This is an optimization exercise on Yosys and OpenROAD, whose aim is small area and a short achievable clock period, not a production implementation.
At most, simulation tests tie the RTL to the original design; equivalence was not proved.

==> run a <==
==> flow/design.v <==
module arm_core #(parameter N = 64)
                (input  logic clk, reset,
                 output logic [N-1:0] IM_addr,
                 input  logic [31:0] IM_readData,
                 output logic [N-1:0] DM_addr, DM_writeData,
                 output logic DM_writeEnable, DM_readEnable,
                 input  logic [N-1:0] DM_readData);
    logic [63:2] pc_f;
    assign IM_addr = {pc_f, 2'b00};
    logic [10:0] op;
    assign op = IM_readData[31:21];
    logic f_rar, f_rlog, f_ld, f_st, f_cbz, f_bc, f_i;
    assign f_rar  = op[10] & (op[7:0] == 8'b01011000);             
    assign f_rlog = op[10] & ~op[9] & (op[7:0] == 8'b01010000);    
    assign f_ld   = (op == 11'b11111000010);
    assign f_st   = (op == 11'b11111000000);
    assign f_cbz  = (op[10:3] == 8'b10110100);
    assign f_bc   = (op[10:3] == 8'b01010100);
    assign f_i    = op[10] & (op[7:1] == 7'b1000100);              
    logic [11:0] f_ctl;
    assign f_ctl = {f_rar | f_rlog | f_ld | f_i,       
                    f_ld,                             
                    f_st,                             
                    (f_rar | f_i) & op[9],            
                    (f_rar | f_i) & op[8],            
                    f_rlog & ~op[8],                  
                    f_rlog & op[8],                   
                    f_cbz,                            
                    f_bc,                             
                    f_ld | f_st,                      
                    f_i,                              
                    f_cbz | f_bc};                    
    logic [4:0] f_ra1, f_ra2;
    assign f_ra1 = IM_readData[9:5];
    assign f_ra2 = (f_st | f_cbz) ? IM_readData[4:0] : IM_readData[20:16];
    logic        m_regw;
    logic [4:0]  m_rdn;
    logic        f_wen, f_br, f_byp1, f_byp2;
    logic [30:0] f_s1, f_s2;
    assign f_wen  = m_regw & (m_rdn != 5'd31);
    assign f_br   = f_cbz | f_bc;                   
    assign f_byp1 = ~f_br & f_wen & (m_rdn == f_ra1);
    assign f_byp2 = f_wen & (m_rdn == f_ra2);
    always_comb
        for (int j = 0; j < 31; j++) begin
            f_s1[j] = ~f_br & ~f_byp1 & (f_ra1 == 5'(j));
            f_s2[j] = ~f_byp2 & (f_ra2 == 5'(j));
        end
    logic [11:0] d_ctl;
    logic [63:2] pc_d;
    logic [23:0] ir_d;
    logic [30:0] d_s1, d_s2;
    logic        d_byp1, d_byp2;
    always_ff @(posedge clk, posedge reset)
        if (reset) d_ctl <= '0;
        else       d_ctl <= f_ctl;
    always_ff @(posedge clk) begin
        pc_d   <= pc_f;
        ir_d   <= IM_readData[23:0];
        d_s1   <= f_s1;
        d_s2   <= f_s2;
        d_byp1 <= f_byp1;
        d_byp2 <= f_byp2;
    end
    logic [30:0] w_sel;          
    logic [63:0] w_wd;
    logic [64*31-1:0] rf;
    always_ff @(posedge clk)
        for (int j = 0; j < 31; j++)
            if (w_sel[j]) rf[64*j +: 64] <= w_wd;
    logic [63:0] rd1, rd2;
    always_comb begin
        rd1 = ({64{d_byp1}} & w_wd) | ({64{d_ctl[0]}} & {pc_d, 2'b00});
        rd2 = {64{d_byp2}} & w_wd;
        for (int j = 0; j < 31; j++) begin
            rd1 = rd1 | ({64{d_s1[j]}} & rf[64*j +: 64]);
            rd2 = rd2 | ({64{d_s2[j]}} & rf[64*j +: 64]);
        end
    end
    logic [20:0] d_imm;
    logic        d_imms;
    always_comb begin
        d_imm  = '0;
        d_imms = 1'b0;
        if (d_ctl[2]) begin           
            d_imm  = {{12{ir_d[20]}}, ir_d[20:12]};
            d_imms = ir_d[20];
        end else if (d_ctl[1]) begin  
            d_imm  = {9'b0, ir_d[21:10]};
        end else begin                
            d_imm  = {ir_d[23:5], 2'b00};
            d_imms = ir_d[23];
        end
    end
    logic [63:0] d_b, d_bx;
    assign d_b  = (|d_ctl[2:0]) ? {{43{d_imms}}, d_imm} : rd2;
    assign d_bx = d_ctl[8] ? ~d_b : d_b;
    logic [9:0]  e_ctl;    
    logic [63:0] e_a, e_bx, e_rd2;
    logic [4:0]  e_rd;
    always_ff @(posedge clk, posedge reset)
        if (reset) e_ctl <= '0;
        else       e_ctl <= {d_ctl[11:3], |d_ctl[2:0]};
    always_ff @(posedge clk) begin
        e_a    <= rd1;
        e_bx   <= d_bx;
        e_rd2  <= rd2;
        e_rd   <= ir_d[4:0];
    end
    logic e_sub, e_setf, e_and, e_orr, e_cbz, e_bc;
    assign e_sub    = e_ctl[6];
    assign e_setf   = e_ctl[5];
    assign e_and    = e_ctl[4];
    assign e_orr    = e_ctl[3];
    assign e_cbz    = e_ctl[2];
    assign e_bc     = e_ctl[1];
    logic        arith;
    logic [63:0] g, p, t, c;
    assign arith = ~(e_and | e_orr);
    assign g = e_a & e_bx & {64{arith}};
    assign p = e_a ^ e_bx;
    assign t = e_and ? (e_a & e_bx) : e_orr ? (e_a | e_bx) : p;
    logic [63:0] gg [0:6];
    logic [63:0] pp [0:6];
    always_comb begin
        gg[0] = g;
        pp[0] = p;
        gg[0][0] = g[0] | (p[0] & e_sub);
        for (int l = 0; l < 6; l++)
            for (int i = 0; i < 64; i++)
                if (i >= (1 << l)) begin
                    gg[l+1][i] = gg[l][i] | (pp[l][i] & gg[l][i - (1 << l)]);
                    pp[l+1][i] = pp[l][i] & pp[l][i - (1 << l)];
                end else begin
                    gg[l+1][i] = gg[l][i];
                    pp[l+1][i] = pp[l][i];
                end
    end
    assign c = {gg[6][62:0], e_sub};       
    logic [63:0] res;
    assign res = t ^ c;
    logic fz, fn, fc, fv;
    logic nz, nn, nc, nv;
    assign nz = ~|(p ^ {e_a[62:0] | e_bx[62:0], e_sub});
    assign nn = res[63];
    assign nc = gg[6][63] & ~(e_sub & (&e_bx));      
    assign nv = (e_a[63] == e_bx[63]) & (res[63] != e_a[63]);
    always_ff @(posedge clk, posedge reset)
        if (reset)       {fz, fn, fc, fv} <= '0;
        else if (e_setf) {fz, fn, fc, fv} <= {nz, nn, nc, nv};
    logic bcond;
    always_comb
        case (e_rd)
            5'd0:  bcond = fz;
            5'd1:  bcond = ~fz;
            5'd2:  bcond = fc;
            5'd3:  bcond = ~fc;
            5'd4:  bcond = fn;
            5'd5:  bcond = ~fn;
            5'd6:  bcond = fv;
            5'd7:  bcond = ~fv;
            5'd8:  bcond = ~fz & fc;
            5'd9:  bcond = ~(~fz & fc);
            5'd10: bcond = (fn == fv);
            5'd11: bcond = (fn != fv);
            5'd12: bcond = ~fz & (fn == fv);
            5'd13: bcond = ~(~fz & (fn == fv));
            default: bcond = 1'b0;
        endcase
    logic taken_e;
    assign taken_e = (e_cbz & (e_rd2 == 64'd0)) | (e_bc & bcond);
    logic        m_rd, m_wr, m_taken;
    logic [63:0] m_res, m_wd;
    always_ff @(posedge clk, posedge reset)
        if (reset) {m_regw, m_rd, m_wr, m_taken} <= '0;
        else       {m_regw, m_rd, m_wr, m_taken} <= {e_ctl[9:7], taken_e};
    always_ff @(posedge clk) begin
        m_res <= res;
        m_wd  <= e_rd2;
        m_rdn <= e_rd;
    end
    assign DM_addr        = m_res;
    assign DM_writeData   = m_wd;
    assign DM_writeEnable = m_wr;
    assign DM_readEnable  = m_rd;
    always_ff @(posedge clk, posedge reset)
        if (reset) pc_f <= '0;
        else       pc_f <= m_taken ? m_res[63:2] : pc_f + 62'd1;
    always_ff @(posedge clk, posedge reset)
        if (reset) w_sel <= '0;
        else
            for (int j = 0; j < 31; j++)
                w_sel[j] <= m_regw & (m_rdn == 5'(j));
    always_ff @(posedge clk)
        w_wd <= m_rd ? DM_readData : m_res;
endmodule
==> flow/flow/run.sh <==
#!/bin/bash
# Standard ORFS layout (the standard.sh, standard synthesis) with:
#  - larger CTS sink clusters and no dummy loads (fewer clock buffers,
#    fewer tree levels).
set -euo pipefail
bash standard.sh SETUP_SLACK_MARGIN=6.6 \
  'CTS_ARGS=-sink_clustering_enable -repair_clock_nets -dont_use_dummy_load -sink_clustering_size 30 -sink_clustering_max_diameter 80' \
  finish > make_finish.log 2>&1
==> flow/standard.sh <==
#!/bin/bash
# synth_recipe.tcl (not shown) runs the flow's synth.tcl, then flattens the netlist and writes it again
# the make line also repeats each setting of config.mk as NAME=value (left out here)
make -C /OpenROAD-flow-scripts/flow DESIGN_CONFIG=/design/flow/config.mk WORK_HOME=/design/flow/orfs CLKGATE_MAP_FILE= SYNTH_SCRIPT=/design/flow/synth_recipe.tcl "${@:-finish}"
==> flow/config.mk <==
export PLATFORM = sky130hd
export DESIGN_NAME = arm_core
export DESIGN_NICKNAME = arm_core
export VERILOG_FILES = /design/flow/design.v
export SDC_FILE = /design/flow/constraint.sdc
export NUM_CORES = 4
export LEC_CHECK = 0
export CAP_MARGIN = 20
export CORE_MARGIN = 2
export CORE_UTILIZATION = 40
export SLEW_MARGIN = 20
==> flow/constraint.sdc <==
create_clock -name core_clock -period 10.0 [get_ports {clk}]
set_input_delay 2.0000 -clock core_clock [delete_from_list [all_inputs] [get_ports {clk}]]
set_output_delay 2.0000 -clock core_clock [all_outputs]
set_load 0.01 [all_outputs]
==> run b: changes against run a <==
==> flow/design.v, changed modules only <==
module arm_core #(parameter N = 64)
                (input  logic clk, reset,
                 output logic [N-1:0] IM_addr,
                 input  logic [31:0] IM_readData,
                 output logic [N-1:0] DM_addr, DM_writeData,
                 output logic DM_writeEnable, DM_readEnable,
                 input  logic [N-1:0] DM_readData);
    logic [63:2] pc_f;
    assign IM_addr = {pc_f, 2'b00};
    logic [10:0] op;
    assign op = IM_readData[31:21];
    logic f_rar, f_rlog, f_ld, f_st, f_cbz, f_bc, f_i;
    assign f_rar  = op[10] & (op[7:0] == 8'b01011000);             
    assign f_rlog = op[10] & ~op[9] & (op[7:0] == 8'b01010000);    
    assign f_ld   = (op == 11'b11111000010);
    assign f_st   = (op == 11'b11111000000);
    assign f_cbz  = (op[10:3] == 8'b10110100);
    assign f_bc   = (op[10:3] == 8'b01010100);
    assign f_i    = op[10] & (op[7:1] == 7'b1000100);              
    logic [11:0] f_ctl;
    assign f_ctl = {f_rar | f_rlog | f_ld | f_i,       
                    f_ld,                             
                    f_st,                             
                    (f_rar | f_i) & op[9],            
                    (f_rar | f_i) & op[8],            
                    f_rlog & ~op[8],                  
                    f_rlog & op[8],                   
                    f_cbz,                            
                    f_bc,                             
                    f_ld | f_st,                      
                    f_i,                              
                    f_cbz | f_bc};                    
    logic [4:0] f_ra2;
    assign f_ra2 = (f_st | f_cbz) ? IM_readData[4:0] : IM_readData[20:16];
    logic [11:0] d_ctl;
    logic [63:2] pc_d;
    logic [23:0] ir_d;
    logic [4:0]  ra2_d;
    always_ff @(posedge clk, posedge reset)
        if (reset) d_ctl <= '0;
        else       d_ctl <= f_ctl;
    always_ff @(posedge clk) begin
        pc_d  <= pc_f;
        ir_d  <= IM_readData[23:0];
        ra2_d <= f_ra2;
    end
    logic        w_we;           
    logic [4:0]  w_wa;
    logic [63:0] w_wd;
    logic [64*31-1:0] rf;
    always_ff @(posedge clk)
        for (int j = 0; j < 31; j++)
            if (w_we && w_wa == 5'(j)) rf[64*j +: 64] <= w_wd;
    logic [4:0] ra1;
    assign ra1 = ir_d[9:5];
    logic byp1, byp2;
    assign byp1 = w_we && (w_wa == ra1);
    assign byp2 = w_we && (w_wa == ra2_d);
    logic [63:0] rd1, rd2;
    always_comb begin
        rd1 = byp1 ? w_wd : '0;
        rd2 = byp2 ? w_wd : '0;
        for (int j = 0; j < 31; j++) begin
            if (!byp1 && ra1 == 5'(j))   rd1 = rd1 | rf[64*j +: 64];
            if (!byp2 && ra2_d == 5'(j)) rd2 = rd2 | rf[64*j +: 64];
        end
    end
    logic [20:0] d_imm;
    logic        d_imms;
    always_comb begin
        d_imm  = '0;
        d_imms = 1'b0;
        if (d_ctl[2]) begin           
            d_imm  = {{12{ir_d[20]}}, ir_d[20:12]};
            d_imms = ir_d[20];
        end else if (d_ctl[1]) begin  
            d_imm  = {9'b0, ir_d[21:10]};
        end else begin                
            d_imm  = {ir_d[23:5], 2'b00};
            d_imms = ir_d[23];
        end
    end
    logic [63:0] d_b, d_bx;
    assign d_b  = (|d_ctl[2:0]) ? {{43{d_imms}}, d_imm} : rd2;
    assign d_bx = d_ctl[8] ? ~d_b : d_b;
    logic [9:0]  e_ctl;    
    logic [63:0] e_a, e_bx, e_rd2;
    logic [4:0]  e_rd;
    always_ff @(posedge clk, posedge reset)
        if (reset) e_ctl <= '0;
        else       e_ctl <= {d_ctl[11:3], |d_ctl[2:0]};
    always_ff @(posedge clk) begin
        e_a    <= d_ctl[0] ? {pc_d, 2'b00} : rd1;
        e_bx   <= d_bx;
        e_rd2  <= rd2;
        e_rd   <= ir_d[4:0];
    end
    logic e_sub, e_setf, e_and, e_orr, e_cbz, e_bc;
    assign e_sub    = e_ctl[6];
    assign e_setf   = e_ctl[5];
    assign e_and    = e_ctl[4];
    assign e_orr    = e_ctl[3];
    assign e_cbz    = e_ctl[2];
    assign e_bc     = e_ctl[1];
    logic        arith;
    logic [63:0] g, p, t, c;
    assign arith = ~(e_and | e_orr);
    assign g = e_a & e_bx & {64{arith}};
    assign p = e_a ^ e_bx;
    assign t = e_and ? (e_a & e_bx) : e_orr ? (e_a | e_bx) : p;
    logic [63:0] gg [0:6];
    logic [63:0] pp [0:6];
    always_comb begin
        gg[0] = g;
        pp[0] = p;
        gg[0][0] = g[0] | (p[0] & e_sub);
        for (int l = 0; l < 6; l++)
            for (int i = 0; i < 64; i++)
                if (i >= (1 << l)) begin
                    gg[l+1][i] = gg[l][i] | (pp[l][i] & gg[l][i - (1 << l)]);
                    pp[l+1][i] = pp[l][i] & pp[l][i - (1 << l)];
                end else begin
                    gg[l+1][i] = gg[l][i];
                    pp[l+1][i] = pp[l][i];
                end
    end
    assign c = {gg[6][62:0], e_sub};       
    logic [63:0] res;
    assign res = t ^ c;
    logic fz, fn, fc, fv;
    logic nz, nn, nc, nv;
    assign nz = ~|(p ^ {e_a[62:0] | e_bx[62:0], e_sub});
    assign nn = res[63];
    assign nc = gg[6][63] & ~(e_sub & (&e_bx));      
    assign nv = (e_a[63] == e_bx[63]) & (res[63] != e_a[63]);
    always_ff @(posedge clk, posedge reset)
        if (reset)       {fz, fn, fc, fv} <= '0;
        else if (e_setf) {fz, fn, fc, fv} <= {nz, nn, nc, nv};
    logic bcond;
    always_comb
        case (e_rd)
            5'd0:  bcond = fz;
            5'd1:  bcond = ~fz;
            5'd2:  bcond = fc;
            5'd3:  bcond = ~fc;
            5'd4:  bcond = fn;
            5'd5:  bcond = ~fn;
            5'd6:  bcond = fv;
            5'd7:  bcond = ~fv;
            5'd8:  bcond = ~fz & fc;
            5'd9:  bcond = ~(~fz & fc);
            5'd10: bcond = (fn == fv);
            5'd11: bcond = (fn != fv);
            5'd12: bcond = ~fz & (fn == fv);
            5'd13: bcond = ~(~fz & (fn == fv));
            default: bcond = 1'b0;
        endcase
    logic taken_e;
    assign taken_e = (e_cbz & (e_rd2 == 64'd0)) | (e_bc & bcond);
    logic        m_regw, m_rd, m_wr, m_taken;
    logic [63:0] m_res, m_wd;
    logic [4:0]  m_rdn;
    always_ff @(posedge clk, posedge reset)
        if (reset) {m_regw, m_rd, m_wr, m_taken} <= '0;
        else       {m_regw, m_rd, m_wr, m_taken} <= {e_ctl[9:7], taken_e};
    always_ff @(posedge clk) begin
        m_res <= res;
        m_wd  <= e_rd2;
        m_rdn <= e_rd;
    end
    assign DM_addr        = m_res;
    assign DM_writeData   = m_wd;
    assign DM_writeEnable = m_wr;
    assign DM_readEnable  = m_rd;
    always_ff @(posedge clk, posedge reset)
        if (reset) pc_f <= '0;
        else       pc_f <= m_taken ? m_res[63:2] : pc_f + 62'd1;
    always_ff @(posedge clk, posedge reset)
        if (reset) w_we <= 1'b0;
        else       w_we <= m_regw & (m_rdn != 5'd31);
    always_ff @(posedge clk) begin
        w_wa <= m_rdn;
        w_wd <= m_rd ? DM_readData : m_res;
    end
endmodule
==> flow/run.sh (new file) <==
#!/bin/bash
# synth_recipe.tcl (not shown) runs the flow's synth.tcl, then flattens the netlist and writes it again
# the make line also repeats each setting of config.mk as NAME=value (left out here)
make -C /OpenROAD-flow-scripts/flow DESIGN_CONFIG=/design/flow/config.mk WORK_HOME=/design/flow/orfs CLKGATE_MAP_FILE= SYNTH_SCRIPT=/design/flow/synth_recipe.tcl finish
removed: flow/flow/run.sh
removed: flow/standard.sh
==> run c: changes against run a <==
--- a/flow/design.v
+++ b/flow/design.v
@@ -31,19 +31,23 @@
                     f_i,                              
                     f_cbz | f_bc};                    
-    logic [4:0] f_ra1, f_ra2;
-    assign f_ra1 = IM_readData[9:5];
-    assign f_ra2 = (f_st | f_cbz) ? IM_readData[4:0] : IM_readData[20:16];
     logic        m_regw;
     logic [4:0]  m_rdn;
-    logic        f_wen, f_br, f_byp1, f_byp2;
+    logic [4:0]  f_ra1, f_rn, f_rm;
+    logic        f_wen, f_br, f_r2l, f_byp1, f_bypn, f_bypm, f_byp2;
     logic [30:0] f_s1, f_s2;
+    assign f_ra1  = IM_readData[9:5];
+    assign f_rn   = IM_readData[4:0];                 
+    assign f_rm   = IM_readData[20:16];               
     assign f_wen  = m_regw & (m_rdn != 5'd31);
-    assign f_br   = f_cbz | f_bc;                   
+    assign f_br   = f_cbz | f_bc;                     
+    assign f_r2l  = f_st | f_cbz;                     
     assign f_byp1 = ~f_br & f_wen & (m_rdn == f_ra1);
-    assign f_byp2 = f_wen & (m_rdn == f_ra2);
+    assign f_bypn = f_wen & (m_rdn == f_rn);
+    assign f_bypm = f_wen & (m_rdn == f_rm);
+    assign f_byp2 = f_r2l ? f_bypn : f_bypm;
     always_comb
         for (int j = 0; j < 31; j++) begin
             f_s1[j] = ~f_br & ~f_byp1 & (f_ra1 == 5'(j));
-            f_s2[j] = ~f_byp2 & (f_ra2 == 5'(j));
+            f_s2[j] = f_r2l ? (~f_bypn & (f_rn == 5'(j))) : (~f_bypm & (f_rm == 5'(j)));
         end
     logic [11:0] d_ctl;
==> flow/flow/run.sh (replaced) <==
#!/bin/bash
# Standard ORFS layout (the standard.sh, standard synthesis) with:
#  - larger CTS sink clusters and no dummy loads (fewer clock buffers,
#    fewer tree levels),
#  - port buffers of a plain buffer cell.
set -euo pipefail
bash standard.sh SETUP_SLACK_MARGIN=7.0 \
  'CTS_ARGS=-sink_clustering_enable -repair_clock_nets -dont_use_dummy_load -sink_clustering_size 20 -sink_clustering_max_diameter 60' \
  'BUFFER_PORTS_ARGS=-buffer_cell sky130_fd_sc_hd__buf_4' \
  finish > make_finish.log 2>&1
--- a/flow/config.mk
+++ b/flow/config.mk
@@ -8,4 +8,5 @@
 export CAP_MARGIN = 20
 export CORE_MARGIN = 2
-export CORE_UTILIZATION = 40
+export CORE_UTILIZATION = 45
+export PLACE_DENSITY = 0.75
 export SLEW_MARGIN = 20
==> run d: changes against run a <==
==> flow/design.v, changed modules only <==
module arm_core #(parameter N = 64)
                (input  logic clk, reset,
                 output logic [N-1:0] IM_addr,
                 input  logic [31:0] IM_readData,
                 output logic [N-1:0] DM_addr, DM_writeData,
                 output logic DM_writeEnable, DM_readEnable,
                 input  logic [N-1:0] DM_readData);
    logic [63:2] pc_f;
    assign IM_addr = {pc_f, 2'b00};
    logic [10:0] op;
    assign op = IM_readData[31:21];
    logic f_rar, f_rlog, f_ld, f_st, f_cbz, f_bc, f_i;
    assign f_rar  = op[10] & (op[7:0] == 8'b01011000);             
    assign f_rlog = op[10] & ~op[9] & (op[7:0] == 8'b01010000);    
    assign f_ld   = (op == 11'b11111000010);
    assign f_st   = (op == 11'b11111000000);
    assign f_cbz  = (op[10:3] == 8'b10110100);
    assign f_bc   = (op[10:3] == 8'b01010100);
    assign f_i    = op[10] & (op[7:1] == 7'b1000100);              
    logic [11:0] f_ctl;
    assign f_ctl = {f_rar | f_rlog | f_ld | f_i,       
                    f_ld,                             
                    f_st,                             
                    (f_rar | f_i) & op[9],            
                    (f_rar | f_i) & op[8],            
                    f_rlog & ~op[8],                  
                    f_rlog & op[8],                   
                    f_cbz,                            
                    f_bc,                             
                    f_ld | f_st,                      
                    f_i,                              
                    f_cbz | f_bc};                    
    logic [4:0] f_ra2;
    assign f_ra2 = (f_st | f_cbz) ? IM_readData[4:0] : IM_readData[20:16];
    logic [11:0] d_ctl;
    logic [63:2] pc_d;
    logic [23:0] ir_d;
    logic [4:0]  ra2_d;
    always_ff @(posedge clk, posedge reset)
        if (reset) d_ctl <= '0;
        else       d_ctl <= f_ctl;
    always_ff @(posedge clk) begin
        pc_d  <= pc_f;
        ir_d  <= IM_readData[23:0];
        ra2_d <= f_ra2;
    end
    logic        w_we;           
    logic [4:0]  w_wa;
    logic [63:0] w_wd;
    logic [64*31-1:0] rf;
    always_ff @(posedge clk)
        for (int j = 0; j < 31; j++)
            if (w_we && w_wa == 5'(j)) rf[64*j +: 64] <= w_wd;
    logic [4:0] ra1;
    assign ra1 = ir_d[9:5];
    logic byp1, byp2;
    assign byp1 = w_we && (w_wa == ra1);
    assign byp2 = w_we && (w_wa == ra2_d);
    logic [63:0] q1, q2, rd1, rd2;
    always_comb begin
        q1 = '0;
        q2 = '0;
        for (int j = 0; j < 31; j++) begin
            if (ra1 == 5'(j))   q1 = q1 | rf[64*j +: 64];
            if (ra2_d == 5'(j)) q2 = q2 | rf[64*j +: 64];
        end
    end
    assign rd1 = byp1 ? w_wd : q1;
    assign rd2 = byp2 ? w_wd : q2;
    logic [20:0] d_imm;
    logic        d_imms;
    always_comb begin
        d_imm  = '0;
        d_imms = 1'b0;
        if (d_ctl[2]) begin           
            d_imm  = {{12{ir_d[20]}}, ir_d[20:12]};
            d_imms = ir_d[20];
        end else if (d_ctl[1]) begin  
            d_imm  = {9'b0, ir_d[21:10]};
        end else begin                
            d_imm  = {ir_d[23:5], 2'b00};
            d_imms = ir_d[23];
        end
    end
    logic [63:0] d_b, d_bx;
    assign d_b  = (|d_ctl[2:0]) ? {{43{d_imms}}, d_imm} : rd2;
    assign d_bx = d_ctl[8] ? ~d_b : d_b;
    logic [9:0]  e_ctl;    
    logic [63:0] e_a, e_bx, e_rd2;
    logic [4:0]  e_rd;
    always_ff @(posedge clk, posedge reset)
        if (reset) e_ctl <= '0;
        else       e_ctl <= {d_ctl[11:3], |d_ctl[2:0]};
    always_ff @(posedge clk) begin
        e_a    <= d_ctl[0] ? {pc_d, 2'b00} : rd1;
        e_bx   <= d_bx;
        e_rd2  <= rd2;
        e_rd   <= ir_d[4:0];
    end
    logic e_sub, e_setf, e_and, e_orr, e_cbz, e_bc;
    assign e_sub    = e_ctl[6];
    assign e_setf   = e_ctl[5];
    assign e_and    = e_ctl[4];
    assign e_orr    = e_ctl[3];
    assign e_cbz    = e_ctl[2];
    assign e_bc     = e_ctl[1];
    logic        arith;
    logic [63:0] g, p, t, c;
    assign arith = ~(e_and | e_orr);
    assign g = e_a & e_bx & {64{arith}};
    assign p = e_a ^ e_bx;
    assign t = e_and ? (e_a & e_bx) : e_orr ? (e_a | e_bx) : p;
    logic [63:0] gg [0:6];
    logic [63:0] pp [0:6];
    always_comb begin
        gg[0] = g;
        pp[0] = p;
        gg[0][0] = g[0] | (p[0] & e_sub);
        for (int l = 0; l < 6; l++)
            for (int i = 0; i < 64; i++)
                if (i >= (1 << l)) begin
                    gg[l+1][i] = gg[l][i] | (pp[l][i] & gg[l][i - (1 << l)]);
                    pp[l+1][i] = pp[l][i] & pp[l][i - (1 << l)];
                end else begin
                    gg[l+1][i] = gg[l][i];
                    pp[l+1][i] = pp[l][i];
                end
    end
    assign c = {gg[6][62:0], e_sub};       
    logic [63:0] res;
    assign res = t ^ c;
    logic fz, fn, fc, fv;
    logic nz, nn, nc, nv;
    assign nz = ~|(p ^ {e_a[62:0] | e_bx[62:0], e_sub});
    assign nn = res[63];
    assign nc = gg[6][63] & ~(e_sub & (&e_bx));      
    assign nv = (e_a[63] == e_bx[63]) & (res[63] != e_a[63]);
    always_ff @(posedge clk, posedge reset)
        if (reset)       {fz, fn, fc, fv} <= '0;
        else if (e_setf) {fz, fn, fc, fv} <= {nz, nn, nc, nv};
    logic bcond;
    always_comb
        case (e_rd)
            5'd0:  bcond = fz;
            5'd1:  bcond = ~fz;
            5'd2:  bcond = fc;
            5'd3:  bcond = ~fc;
            5'd4:  bcond = fn;
            5'd5:  bcond = ~fn;
            5'd6:  bcond = fv;
            5'd7:  bcond = ~fv;
            5'd8:  bcond = ~fz & fc;
            5'd9:  bcond = ~(~fz & fc);
            5'd10: bcond = (fn == fv);
            5'd11: bcond = (fn != fv);
            5'd12: bcond = ~fz & (fn == fv);
            5'd13: bcond = ~(~fz & (fn == fv));
            default: bcond = 1'b0;
        endcase
    logic taken_e;
    assign taken_e = (e_cbz & (e_rd2 == 64'd0)) | (e_bc & bcond);
    logic        m_regw, m_rd, m_wr, m_taken;
    logic [63:0] m_res, m_wd;
    logic [4:0]  m_rdn;
    always_ff @(posedge clk, posedge reset)
        if (reset) {m_regw, m_rd, m_wr, m_taken} <= '0;
        else       {m_regw, m_rd, m_wr, m_taken} <= {e_ctl[9:7], taken_e};
    always_ff @(posedge clk) begin
        m_res <= res;
        m_wd  <= e_rd2;
        m_rdn <= e_rd;
    end
    assign DM_addr        = m_res;
    assign DM_writeData   = m_wd;
    assign DM_writeEnable = m_wr;
    assign DM_readEnable  = m_rd;
    always_ff @(posedge clk, posedge reset)
        if (reset) pc_f <= '0;
        else       pc_f <= m_taken ? m_res[63:2] : pc_f + 62'd1;
    always_ff @(posedge clk, posedge reset)
        if (reset) w_we <= 1'b0;
        else       w_we <= m_regw & (m_rdn != 5'd31);
    always_ff @(posedge clk) begin
        w_wa <= m_rdn;
        w_wd <= m_rd ? DM_readData : m_res;
    end
endmodule
==> flow/flow/run.sh (replaced) <==
#!/bin/bash
set -euo pipefail
bash standard.sh SETUP_SLACK_MARGIN=6.4 finish > make_finish.log 2>&1
==> summary of the runs <==
Run b finished but failed the layout checks on antenna violations. Run d completed without violations. Run c went through all stages and came out clean. Run a produced a clean layout. Clock skew: run d < run b < run c < run a. Synthesized area, highest first: run a, run c, run b, run d. Die area: run c < run d < run b < run a. In run a the non-clock buffer count is higher than in run b, by 102. Between run c and run a, the lower count of clock-buffer cells in the layout is in run a (gap 48). Against run a, the fmax of run d is lower by about 2.6%.
The RTL of run b and run d was laid out without a check of its function.

==> separate check: timing with driven ports <==
How much do the figures lean on ideal ports? The routed layouts below were timed once more, with nothing changed but the port constraints.
Step 1, drivers: a clkbuf_16 drives clk and a buf_2 each remaining input, both assumed.
Step 2 also shifts input and output timing later by t, the mid clock arrival at the registers, as if the neighbouring blocks saw the same clock.
a / b / c = ideal ports / drivers / drivers and shift; a / b = the first two.
| run | t (ns) | slack for setup (ns) | worst register clock-pin slew, ns | pins driven straight from the clock port |
|---|---|---|---|---|
| run a | 0.949 | 6.232 / 6.308 / 5.359 | 0.12 / 0.12 | 1 |
| run b | 0.978 | 3.668 / 3.668 / 3.668 | 0.07 / 0.07 | 1 |
| run c | 0.949 | 6.436 / 6.328 / 5.727 | 0.09 / 0.09 | 1 |
| run d | 0.976 | 6.130 / 6.130 / 5.899 | 0.07 / 0.07 | 1 |
For run a, which loses most, drivers alone change the setup slack by +0.076 ns; drivers and shift together by -0.873 ns.
